This is an optimization exercise on Yosys and OpenROAD, whose aim is small area and a short achievable clock period, not a production implementation.
Where RTL was checked, it was by simulation tests only, not by an equivalence proof against the original.
Power and IR drop assume default switching activity.

==> flow/design.v <==
module Router #(
	parameter LINK_WIDTH = 8,
	parameter PORTS = 5,
	parameter BUFFER_DEPTH = 4,
	parameter MESH_DIM = 4,
	parameter ROUTER_ID = 5
)(
	input clk,
	input rst,
	output router_out_wr_en_0,
	output router_out_wr_en_1,
	output router_out_wr_en_2,
	output router_out_wr_en_3,
	output router_out_wr_en_4,
	input [LINK_WIDTH-1:0] router_in_flit_0,
	input [LINK_WIDTH-1:0] router_in_flit_1,
	input [LINK_WIDTH-1:0] router_in_flit_2,
	input [LINK_WIDTH-1:0] router_in_flit_3,
	input [LINK_WIDTH-1:0] router_in_flit_4,
	output [LINK_WIDTH-1:0] router_out_flit_0,
	output [LINK_WIDTH-1:0] router_out_flit_1,
	output [LINK_WIDTH-1:0] router_out_flit_2,
	output [LINK_WIDTH-1:0] router_out_flit_3,
	output [LINK_WIDTH-1:0] router_out_flit_4,
	input router_in_wr_en_0,
	input router_in_wr_en_1,
	input router_in_wr_en_2,
	input router_in_wr_en_3,
	input router_in_wr_en_4,
	output reg router_out_full_0,
	output reg router_out_full_1,
	output reg router_out_full_2,
	output reg router_out_full_3,
	output reg router_out_full_4,
	input router_in_ON_OFF_0,
	input router_in_ON_OFF_1,
	input router_in_ON_OFF_2,
	input router_in_ON_OFF_3,
	input router_in_ON_OFF_4
);
localparam MY_X = ROUTER_ID % MESH_DIM;
localparam MY_Y = ROUTER_ID / MESH_DIM;
wire [7:0] in_flit [0:4];
assign in_flit[0] = router_in_flit_0;
assign in_flit[1] = router_in_flit_1;
assign in_flit[2] = router_in_flit_2;
assign in_flit[3] = router_in_flit_3;
assign in_flit[4] = router_in_flit_4;
wire [4:0] in_wr = {router_in_wr_en_4, router_in_wr_en_3, router_in_wr_en_2,
                    router_in_wr_en_1, router_in_wr_en_0};
wire [4:0] on_off = {router_in_ON_OFF_4, router_in_ON_OFF_3, router_in_ON_OFF_2,
                     router_in_ON_OFF_1, router_in_ON_OFF_0};
reg [7:0] F  [0:4];
reg [7:0] B0 [0:4];
reg [7:0] B1 [0:4];
reg [7:0] B2 [0:4];
reg [4:1] t  [0:4];           
wire [4:0] rd;                
wire [4:0] hr_n [0:4];        
wire [4:0] hreq_n [0:4];      
wire [4:0] fv;
wire [4:0] fvn;               
function [4:0] route(input [7:0] f);
	reg [2:0] dx, dy;
	reg head, xeq, yeq;
	begin
		dx = f[4:2];
		dy = f[7:5];
		head = (f[1:0] == 2'b00);
		xeq = (dx == MY_X);
		yeq = (dy == MY_Y);
		route[0] = head && xeq && !yeq && (dy > MY_Y);
		route[1] = head && !xeq && (dx > MY_X);
		route[2] = head && xeq && !yeq && !(dy > MY_Y);
		route[3] = head && !xeq && !(dx > MY_X);
		route[4] = head && xeq && yeq;
	end
endfunction
genvar k, o;
generate
for (k = 0; k < 5; k = k + 1) begin : q
	wire [4:1] tt = t[k];
	assign fv[k] = tt[1];
	wire reload = rd[k] || !tt[1];
	wire [7:0] nf = tt[2] ? B0[k] : in_flit[k];
	wire nv = tt[2] || in_wr[k];
	assign fvn[k] = reload ? nv : tt[1];
	wire [4:0] r_new = nv ? route(nf) : 5'b00000;
	wire [4:0] r_cur = tt[1] ? route(F[k]) : 5'b00000;
	assign hr_n[k] = reload ? r_new : r_cur;
	for (o = 0; o < 5; o = o + 1) begin : tr
		assign hreq_n[o][k] = hr_n[k][o];
	end
	always @(posedge clk) begin
		if (rst)
			t[k] <= 4'b0000;
		else if (in_wr[k] && !rd[k])
			t[k] <= {tt[3:1], 1'b1};
		else if (rd[k] && !in_wr[k])
			t[k] <= {1'b0, tt[4:2]};
	end
	wire en0 = rd[k] || !tt[2];
	wire [7:0] sh0 = {8{en0 & tt[3]}};
	wire [7:0] in0 = {8{en0 & !tt[3]}};
	wire en1 = rd[k] || !tt[3];
	wire [7:0] sh1 = {8{en1 & tt[4]}};
	wire [7:0] in1 = {8{en1 & !tt[4]}};
	wire [7:0] b0d, b1d;
	sel3 #(8) b0mux (.h(~(sh0 | in0)), .s(sh0), .l(in0), .a(B0[k]), .b(B1[k]), .c(in_flit[k]), .y(b0d));
	sel3 #(8) b1mux (.h(~(sh1 | in1)), .s(sh1), .l(in1), .a(B1[k]), .b(B2[k]), .c(in_flit[k]), .y(b1d));
	always @(posedge clk) begin
		if (reload) F[k] <= nf;
		B0[k] <= b0d;
		B1[k] <= b1d;
		if (rd[k] || !tt[4]) B2[k] <= in_flit[k];
	end
end
endgenerate
always @(posedge clk) begin
	router_out_full_0 <= !rst && t[0][3];
	router_out_full_1 <= !rst && t[1][3];
	router_out_full_2 <= !rst && t[2][3];
	router_out_full_3 <= !rst && t[3][3];
	router_out_full_4 <= !rst && t[4][3];
end
reg  [2:0] last [0:4];        
reg  [1:0] cnt  [0:4];        
reg  [4:0] sel  [0:4];
reg  [4:0] anyq;              
wire [4:0] g    [0:4];        
wire [4:0] send;              
generate
for (o = 0; o < 5; o = o + 1) begin : arb
	wire [2:0] l = last[o];
	wire [4:0] s = sel[o];
	wire done = (cnt[o] == 2'b10);
	assign g[o] = done ? s : (s & fv);
	wire any = anyq[o];           
	assign send[o] = anyq[o] && !on_off[o] && !rst;
	reg [1:0] c_n;
	always @* begin
		c_n = cnt[o];
		if (!on_off[o] && any)
			c_n = done ? 2'b00 : {cnt[o][0], !cnt[o][1]};
	end
	wire done_n = (c_n == 2'b10);
	wire [2:0] enc = {s[4], s[3] | s[2], s[3] | s[1]};
	wire [2:0] l_n = !done ? enc : on_off[o] ? l : 3'd4;
	wire idle_n = done && !on_off[o];
	wire [4:0] h  = hreq_n[o];
	wire [4:0] m  = {l <= 3'd3, l <= 3'd2, l <= 3'd1, l == 3'd0, 1'b0} & {5{!idle_n}};
	wire [4:0] hi = h & m;
	wire [4:0] r  = (|hi) ? hi : h;
	wire [4:0] w  = r & ~{|r[3:0], |r[2:0], |r[1:0], r[0], 1'b0};
	always @(posedge clk) begin
		last[o] <= rst ? 3'd4 : l_n;
		cnt[o] <= rst ? 2'b10 : c_n;
		sel[o] <= rst ? 5'b00000 : done_n ? w : s;
		anyq[o] <= !rst && (done_n ? |h : |(s & fvn));
	end
end
endgenerate
assign rd[0] = |{g[4][0] & !on_off[4], g[3][0] & !on_off[3], g[2][0] & !on_off[2], g[1][0] & !on_off[1], g[0][0] & !on_off[0]};
assign rd[1] = |{g[4][1] & !on_off[4], g[3][1] & !on_off[3], g[2][1] & !on_off[2], g[1][1] & !on_off[1], g[0][1] & !on_off[0]};
assign rd[2] = |{g[4][2] & !on_off[4], g[3][2] & !on_off[3], g[2][2] & !on_off[2], g[1][2] & !on_off[1], g[0][2] & !on_off[0]};
assign rd[3] = |{g[4][3] & !on_off[4], g[3][3] & !on_off[3], g[2][3] & !on_off[2], g[1][3] & !on_off[1], g[0][3] & !on_off[0]};
assign rd[4] = |{g[4][4] & !on_off[4], g[3][4] & !on_off[3], g[2][4] & !on_off[2], g[1][4] & !on_off[1], g[0][4] & !on_off[0]};
function [7:0] xbar(input [4:0] s, input [7:0] f0, input [7:0] f1, input [7:0] f2,
                    input [7:0] f3, input [7:0] f4);
	xbar = ({8{s[0]}} & f0) | ({8{s[1]}} & f1) | ({8{s[2]}} & f2) |
	       ({8{s[3]}} & f3) | ({8{s[4]}} & f4);
endfunction
assign router_out_flit_0 = xbar(sel[0], F[0], F[1], F[2], F[3], F[4]);
assign router_out_flit_1 = xbar(sel[1], F[0], F[1], F[2], F[3], F[4]);
assign router_out_flit_2 = xbar(sel[2], F[0], F[1], F[2], F[3], F[4]);
assign router_out_flit_3 = xbar(sel[3], F[0], F[1], F[2], F[3], F[4]);
assign router_out_flit_4 = xbar(sel[4], F[0], F[1], F[2], F[3], F[4]);
assign router_out_wr_en_0 = send[0];
assign router_out_wr_en_1 = send[1];
assign router_out_wr_en_2 = send[2];
assign router_out_wr_en_3 = send[3];
assign router_out_wr_en_4 = send[4];
endmodule
module sel3 #(parameter W = 8) (
	input [W-1:0] h, s, l,
	input [W-1:0] a, b, c,
	output [W-1:0] y
);
assign y = (h & a) | (s & b) | (l & c);
endmodule
clock: 8.0 ns
lec_check: 0
cap_margin: 20
core_margin: 2
core_utilization: 40
cts_buf_list: sky130_fd_sc_hd__clkbuf_8
cts_cluster_diameter: 60
cts_cluster_size: 16
setup_slack_margin: 4.4
slew_margin: 20
synth_hierarchical: 1
synth_minimum_keep_size: 0
standard.sh (not shown) runs the stock make flow with config.mk's settings and CLKGATE_MAP_FILE= SYNTH_SCRIPT=/design/flow/synth_recipe.tcl, a recipe that flattens the netlist after the stock synthesis.
==> flow/flow/run.sh <==
#!/bin/bash
# Standard ORFS layout (the standard.sh), with the port buffers set to a
# plain buffer cell. Each tool's output goes to standard.log.
export BUFFER_PORTS_ARGS="-buffer_cell sky130_fd_sc_hd__buf_2"
bash standard.sh > standard.log 2>&1
==> next run, changes <==
--- a/flow/design.v
+++ b/flow/design.v
@@ -123,7 +123,7 @@
 	router_out_full_3 <= !rst && t[3][3];
 	router_out_full_4 <= !rst && t[4][3];
 end
-reg  [2:0] last [0:4];        
+reg  [4:0] last [0:4];        
 reg  [1:0] cnt  [0:4];        
 reg  [4:0] sel  [0:4];
 reg  [4:0] anyq;              
@@ -131,32 +131,38 @@
 wire [4:0] send;              
 generate
 for (o = 0; o < 5; o = o + 1) begin : arb
-	wire [2:0] l = last[o];
+	wire [4:0] l = last[o];
 	wire [4:0] s = sel[o];
 	wire done = (cnt[o] == 2'b10);
 	assign g[o] = done ? s : (s & fv);
 	wire any = anyq[o];           
 	assign send[o] = anyq[o] && !on_off[o] && !rst;
+	reg [4:0] l_n;
 	reg [1:0] c_n;
 	always @* begin
+		l_n = l;
 		c_n = cnt[o];
-		if (!on_off[o] && any)
-			c_n = done ? 2'b00 : {cnt[o][0], !cnt[o][1]};
+		if (!on_off[o]) begin
+			if (done) begin
+				l_n = any ? s : 5'b10000;
+				if (any) c_n = 2'b00;
+			end else if (any) begin
+				c_n = {cnt[o][0], !cnt[o][1]};
+			end
+		end
 	end
 	wire done_n = (c_n == 2'b10);
-	wire [2:0] enc = {s[4], s[3] | s[2], s[3] | s[1]};
-	wire [2:0] l_n = !done ? enc : on_off[o] ? l : 3'd4;
 	wire idle_n = done && !on_off[o];
 	wire [4:0] h  = hreq_n[o];
-	wire [4:0] m  = {l <= 3'd3, l <= 3'd2, l <= 3'd1, l == 3'd0, 1'b0} & {5{!idle_n}};
+	wire [4:0] m  = {|l[3:0], |l[2:0], |l[1:0], l[0], 1'b0} & {5{!idle_n}};
 	wire [4:0] hi = h & m;
 	wire [4:0] r  = (|hi) ? hi : h;
 	wire [4:0] w  = r & ~{|r[3:0], |r[2:0], |r[1:0], r[0], 1'b0};
 	always @(posedge clk) begin
-		last[o] <= rst ? 3'd4 : l_n;
+		last[o] <= rst ? 5'b10000 : l_n;
 		cnt[o] <= rst ? 2'b10 : c_n;
-		sel[o] <= rst ? 5'b00000 : done_n ? w : s;
-		anyq[o] <= !rst && (done_n ? |h : |(s & fvn));
+		sel[o] <= rst ? 5'b00000 : done_n ? w : l_n;
+		anyq[o] <= !rst && (done_n ? |h : |(l_n & fvn));
 	end
 end
 endgenerate
The new run produced a clean layout.
Power went up by a few percent.
Sequential power rose by a few percent.
Cell area rises slightly.
Clock skew is about the same.
Wire length rose by a little under a tenth.
Worst setup slack gets better by 0.027 ns.
Critical path depth is unchanged.
Die area went up by a few percent.
Synthesized cell count came out higher by a few percent.
Fmax is higher slightly.
Worst hold slack gains 0.012 ns.

* * *

run A:
// Router: RTL as listed in full above, without the edits since
export LEC_CHECK = 0
export CAP_MARGIN = 20
export CORE_MARGIN = 2
export CORE_UTILIZATION = 40
export CTS_BUF_LIST = sky130_fd_sc_hd__clkbuf_8
export CTS_CLUSTER_DIAMETER = 60
export CTS_CLUSTER_SIZE = 16
export SETUP_SLACK_MARGIN = 4.4
export SLEW_MARGIN = 20
export SYNTH_HIERARCHICAL = 1
export SYNTH_MINIMUM_KEEP_SIZE = 0
create_clock -name core_clock -period 8.0 [get_ports {clk}]
==> flow/flow/run.sh <==
#!/bin/bash
# Standard ORFS layout (the standard.sh), with the port buffers set to a
# plain buffer cell. Each tool's output goes to standard.log.
export BUFFER_PORTS_ARGS="-buffer_cell sky130_fd_sc_hd__buf_1"
bash standard.sh > standard.log 2>&1
Run A: all stages complete, timing, DRC and antenna checks passed
For run B, these inputs were changed with respect to run A:
-- flow/design.v --
<<< run A, line 124
	router_out_full_4 <= !rst && t[4][3];
end
reg  [2:0] last [0:4];        
reg  [1:0] cnt  [0:4];        
reg  [4:0] sel  [0:4];
>>> run B, line 124
	router_out_full_4 <= !rst && t[4][3];
end
reg  [4:0] last [0:4];        
reg  [1:0] cnt  [0:4];        
reg  [4:0] sel  [0:4];
<<< run A, line 132
generate
for (o = 0; o < 5; o = o + 1) begin : arb
	wire [2:0] l = last[o];
	wire [4:0] s = sel[o];
	wire done = (cnt[o] == 2'b10);
>>> run B, line 132
generate
for (o = 0; o < 5; o = o + 1) begin : arb
	wire [4:0] l = last[o];
	wire [4:0] s = sel[o];
	wire done = (cnt[o] == 2'b10);
<<< run A, line 138
	wire any = anyq[o];           
	assign send[o] = anyq[o] && !on_off[o] && !rst;
	reg [1:0] c_n;
	always @* begin
		c_n = cnt[o];
		if (!on_off[o] && any)
			c_n = done ? 2'b00 : {cnt[o][0], !cnt[o][1]};
	end
	wire done_n = (c_n == 2'b10);
	wire [2:0] enc = {s[4], s[3] | s[2], s[3] | s[1]};
	wire [2:0] l_n = !done ? enc : on_off[o] ? l : 3'd4;
	wire idle_n = done && !on_off[o];
	wire [4:0] h  = hreq_n[o];
	wire [4:0] m  = {l <= 3'd3, l <= 3'd2, l <= 3'd1, l == 3'd0, 1'b0} & {5{!idle_n}};
	wire [4:0] hi = h & m;
	wire [4:0] r  = (|hi) ? hi : h;
	wire [4:0] w  = r & ~{|r[3:0], |r[2:0], |r[1:0], r[0], 1'b0};
	always @(posedge clk) begin
		last[o] <= rst ? 3'd4 : l_n;
		cnt[o] <= rst ? 2'b10 : c_n;
		sel[o] <= rst ? 5'b00000 : done_n ? w : s;
		anyq[o] <= !rst && (done_n ? |h : |(s & fvn));
	end
end
>>> run B, line 138
	wire any = anyq[o];           
	assign send[o] = anyq[o] && !on_off[o] && !rst;
	reg [4:0] l_n;
	reg [1:0] c_n;
	always @* begin
		l_n = l;
		c_n = cnt[o];
		if (!on_off[o]) begin
			if (done) begin
				l_n = any ? s : 5'b10000;
				if (any) c_n = 2'b00;
			end else if (any) begin
				c_n = {cnt[o][0], !cnt[o][1]};
			end
		end
	end
	wire done_n = (c_n == 2'b10);
	wire idle_n = done && !on_off[o];
	wire [4:0] h  = hreq_n[o];
	wire [4:0] m  = {|l[3:0], |l[2:0], |l[1:0], l[0], 1'b0} & {5{!idle_n}};
	wire [4:0] hi = h & m;
	wire [4:0] r  = (|hi) ? hi : h;
	wire [4:0] w  = r & ~{|r[3:0], |r[2:0], |r[1:0], r[0], 1'b0};
	always @(posedge clk) begin
		last[o] <= rst ? 5'b10000 : l_n;
		cnt[o] <= rst ? 2'b10 : c_n;
		sel[o] <= rst ? 5'b00000 : done_n ? w : l_n;
		anyq[o] <= !rst && (done_n ? |h : |(l_n & fvn));
	end
end
Going from run A to run B, fraction of met2 tracks used by global routing grew by 1.6 points; die area went up about 2.7%.
Per the comparison of run B with run A, post-synthesis xor/xnor area fraction level, HPWL after detailed placement higher, final non-filler cell area saw an increase, number of distinct library cell variants in the gate-level netlist after synthesis now larger, routability congestion estimate decreased 5.9%.
In run B the clock tree skew after final layout turned out 0.0032 ns lower than in run A.
Diff run A -> run B: post-synthesis share of cell area spent on full adders, half adders and majority gates comparable, number of standard cells in the layout, taps in and fillers out now larger.
[run B] standard-cell row count rose about 1.6% relative to run A
The run with more routed wire is run B, not run A.

* * *

Another version of the RTL of Router (not shown whole).
For scale: ~1,200 cells after synthesis, roughly 0.013 mm² of cells after synthesis.
==> flow/config.mk <==
export PLATFORM = sky130hd
export DESIGN_NAME = Router
export DESIGN_NICKNAME = Router
export VERILOG_FILES = /design/flow/design.v
export SDC_FILE = /design/flow/constraint.sdc
export NUM_CORES = 4
export LEC_CHECK = 0
export CAP_MARGIN = 20
export CORE_MARGIN = 2
export CORE_UTILIZATION = 40
export CTS_BUF_LIST = sky130_fd_sc_hd__clkbuf_8
export CTS_CLUSTER_DIAMETER = 60
export CTS_CLUSTER_SIZE = 16
export SETUP_SLACK_MARGIN = 4.4
export SLEW_MARGIN = 20
==> flow/constraint.sdc <==
create_clock -name core_clock -period 8.0 [get_ports {clk}]
set_input_delay 1.6000 -clock core_clock [delete_from_list [all_inputs] [get_ports {clk}]]
set_output_delay 1.6000 -clock core_clock [all_outputs]
set_load 0.01 [all_outputs]
==> flow/flow/run.sh <==
#!/bin/bash
# Standard ORFS layout (the standard.sh), with the port buffers set to a
# plain buffer cell. Each tool's output goes to standard.log.
export BUFFER_PORTS_ARGS="-buffer_cell sky130_fd_sc_hd__buf_2"
bash standard.sh > standard.log 2>&1
Then changed:
--- a/flow/design.v
+++ b/flow/design.v
@@ -76,25 +76,25 @@
 	end
 endfunction
 genvar k, o;
 generate
 for (k = 0; k < 5; k = k + 1) begin : q
 	wire [4:1] tt = t[k];
 	assign fv[k] = tt[1];
 	wire reload = rd[k] || !tt[1];
 	wire [7:0] nf = tt[2] ? B0[k] : in_flit[k];
 	wire nv = tt[2] || in_wr[k];
 	wire [4:0] r_new = nv ? route(nf) : 5'b00000;
 	wire [4:0] r_cur = tt[1] ? route(F[k]) : 5'b00000;
-	assign hr_n[k] = reload ? r_new : r_cur;
+	assign hr_n[k] = rst ? 5'b00000 : reload ? r_new : r_cur;
 	for (o = 0; o < 5; o = o + 1) begin : tr
 		assign hreq_n[o][k] = hr_n[k][o];
 	end
 	always @(posedge clk) begin
 		if (rst)
 			t[k] <= 4'b0000;
 		else if (in_wr[k] && !rd[k])
 			t[k] <= {tt[3:1], 1'b1};
 		else if (rd[k] && !in_wr[k])
 			t[k] <= {1'b0, tt[4:2]};
 	end
 	always @(posedge clk) begin
@@ -107,66 +107,67 @@
 endgenerate
 always @(posedge clk) begin
 	router_out_full_0 <= !rst && t[0][3];
 	router_out_full_1 <= !rst && t[1][3];
 	router_out_full_2 <= !rst && t[2][3];
 	router_out_full_3 <= !rst && t[3][3];
 	router_out_full_4 <= !rst && t[4][3];
 end
 reg  [4:0] last [0:4];        
 reg  [1:0] cnt  [0:4];        
 reg  [4:0] sel  [0:4];
 wire [4:0] g    [0:4];        
-wire [4:0] send;              
+wire [4:0] send;
 generate
 for (o = 0; o < 5; o = o + 1) begin : arb
 	wire [4:0] l = last[o];
 	wire [4:0] s = sel[o];
 	wire done = (cnt[o] == 2'b10);
 	assign g[o] = done ? s : (s & fv);
 	wire any = |g[o];
 	assign send[o] = any && !on_off[o] && !rst;
 	reg [4:0] l_n;
 	reg [1:0] c_n;
 	always @* begin
 		l_n = l;
 		c_n = cnt[o];
-		if (!on_off[o]) begin
+		if (rst) begin
+			l_n = 5'b10000;
+			c_n = 2'b10;
+		end else if (!on_off[o]) begin
 			if (done) begin
 				l_n = any ? s : 5'b10000;
 				if (any) c_n = 2'b00;
 			end else if (any) begin
 				c_n = {cnt[o][0], !cnt[o][1]};
 			end
 		end
 	end
-	wire done_n = (c_n == 2'b10);
-	wire idle_n = done && !on_off[o];
 	wire [4:0] h  = hreq_n[o];
-	wire [4:0] m  = {|l[3:0], |l[2:0], |l[1:0], l[0], 1'b0} & {5{!idle_n}};
+	wire [4:0] m  = {|l_n[3:0], |l_n[2:0], |l_n[1:0], l_n[0], 1'b0};
 	wire [4:0] hi = h & m;
 	wire [4:0] r  = (|hi) ? hi : h;
 	wire [4:0] w  = r & ~{|r[3:0], |r[2:0], |r[1:0], r[0], 1'b0};
 	always @(posedge clk) begin
-		last[o] <= rst ? 5'b10000 : l_n;
-		cnt[o] <= rst ? 2'b10 : c_n;
-		sel[o] <= rst ? 5'b00000 : done_n ? w : l_n;
+		last[o] <= l_n;
+		cnt[o] <= c_n;
+		sel[o] <= (c_n == 2'b10) ? w : l_n;
 	end
 end
 endgenerate
-assign rd[0] = |{g[4][0] & !on_off[4], g[3][0] & !on_off[3], g[2][0] & !on_off[2], g[1][0] & !on_off[1], g[0][0] & !on_off[0]};
-assign rd[1] = |{g[4][1] & !on_off[4], g[3][1] & !on_off[3], g[2][1] & !on_off[2], g[1][1] & !on_off[1], g[0][1] & !on_off[0]};
-assign rd[2] = |{g[4][2] & !on_off[4], g[3][2] & !on_off[3], g[2][2] & !on_off[2], g[1][2] & !on_off[1], g[0][2] & !on_off[0]};
-assign rd[3] = |{g[4][3] & !on_off[4], g[3][3] & !on_off[3], g[2][3] & !on_off[2], g[1][3] & !on_off[1], g[0][3] & !on_off[0]};
-assign rd[4] = |{g[4][4] & !on_off[4], g[3][4] & !on_off[3], g[2][4] & !on_off[2], g[1][4] & !on_off[1], g[0][4] & !on_off[0]};
+assign rd[0] = |{g[4][0] & send[4], g[3][0] & send[3], g[2][0] & send[2], g[1][0] & send[1], g[0][0] & send[0]};
+assign rd[1] = |{g[4][1] & send[4], g[3][1] & send[3], g[2][1] & send[2], g[1][1] & send[1], g[0][1] & send[0]};
+assign rd[2] = |{g[4][2] & send[4], g[3][2] & send[3], g[2][2] & send[2], g[1][2] & send[1], g[0][2] & send[0]};
+assign rd[3] = |{g[4][3] & send[4], g[3][3] & send[3], g[2][3] & send[2], g[1][3] & send[1], g[0][3] & send[0]};
+assign rd[4] = |{g[4][4] & send[4], g[3][4] & send[3], g[2][4] & send[2], g[1][4] & send[1], g[0][4] & send[0]};
 function [7:0] xbar(input [4:0] s, input [7:0] f0, input [7:0] f1, input [7:0] f2,
                     input [7:0] f3, input [7:0] f4);
 	xbar = ({8{s[0]}} & f0) | ({8{s[1]}} & f1) | ({8{s[2]}} & f2) |
 	       ({8{s[3]}} & f3) | ({8{s[4]}} & f4);
 endfunction
 assign router_out_flit_0 = xbar(sel[0], F[0], F[1], F[2], F[3], F[4]);
 assign router_out_flit_1 = xbar(sel[1], F[0], F[1], F[2], F[3], F[4]);
 assign router_out_flit_2 = xbar(sel[2], F[0], F[1], F[2], F[3], F[4]);
 assign router_out_flit_3 = xbar(sel[3], F[0], F[1], F[2], F[3], F[4]);
 assign router_out_flit_4 = xbar(sel[4], F[0], F[1], F[2], F[3], F[4]);
 assign router_out_wr_en_0 = send[0];
 assign router_out_wr_en_1 = send[1];
What happened: Clock power shrinks by about 18%; clock-buffer cell count shrinks by 1; via count shrinks by about 2.6%; hold slack gets worse by 0.0051 ns; worst setup slack gets better by 0.13 ns.
Function was not checked in any run of this note: the RTL went through the layout flow alone.

re-timing with driven ports:
The flow's constraints put no driver on any port. The routed layouts listed below were extracted and timed again, unchanged, in two steps. Step 1 (the two cells are an assumption about what drives the block):
set clk [get_ports {clk}]
set_driving_cell -lib_cell sky130_fd_sc_hd__clkbuf_16 $clk
set_driving_cell -lib_cell sky130_fd_sc_hd__buf_2 [delete_from_list [all_inputs] $clk]
Step 2 moves the port delays by t, midway between the first and last clock arrival at a register: inputs arrive t later, outputs are due t later. That takes back most of the time a late clock gives input paths. a / b / c = no drivers / after step 1 / after step 2; a / b = the first two.
| run | t, ns | setup WS [ns] | clock arrival spread, ns | worst register clock-pin slew, ns |
|---|---|---|---|---|
| the first run of note 1 | 0.619 | 4.311 / 4.163 / 3.750 | 0.053 / 0.053 | 0.11 / 0.11 |
| the second run of note 1 | 0.643 | 4.339 / 4.262 / 3.840 | 0.045 / 0.045 | 0.11 / 0.11 |
| run A | 0.621 | 4.338 / 4.236 / 3.761 | 0.031 / 0.031 | 0.11 / 0.11 |
| run B | 0.643 | 4.329 / 4.262 / 3.773 | 0.032 / 0.033 | 0.11 / 0.11 |
| the first run of note 3 | 0.617 | 4.127 / 4.068 / 3.763 | 0.039 / 0.039 | 0.11 / 0.11 |
| the second run of note 3 | 0.610 | 4.256 / 4.113 / 3.709 | 0.034 / 0.034 | 0.10 / 0.10 |
After both steps every run listed still meets setup and hold. The setup slack of run A, which loses most, moves by -0.102 ns with the drivers and by -0.577 ns with both steps.
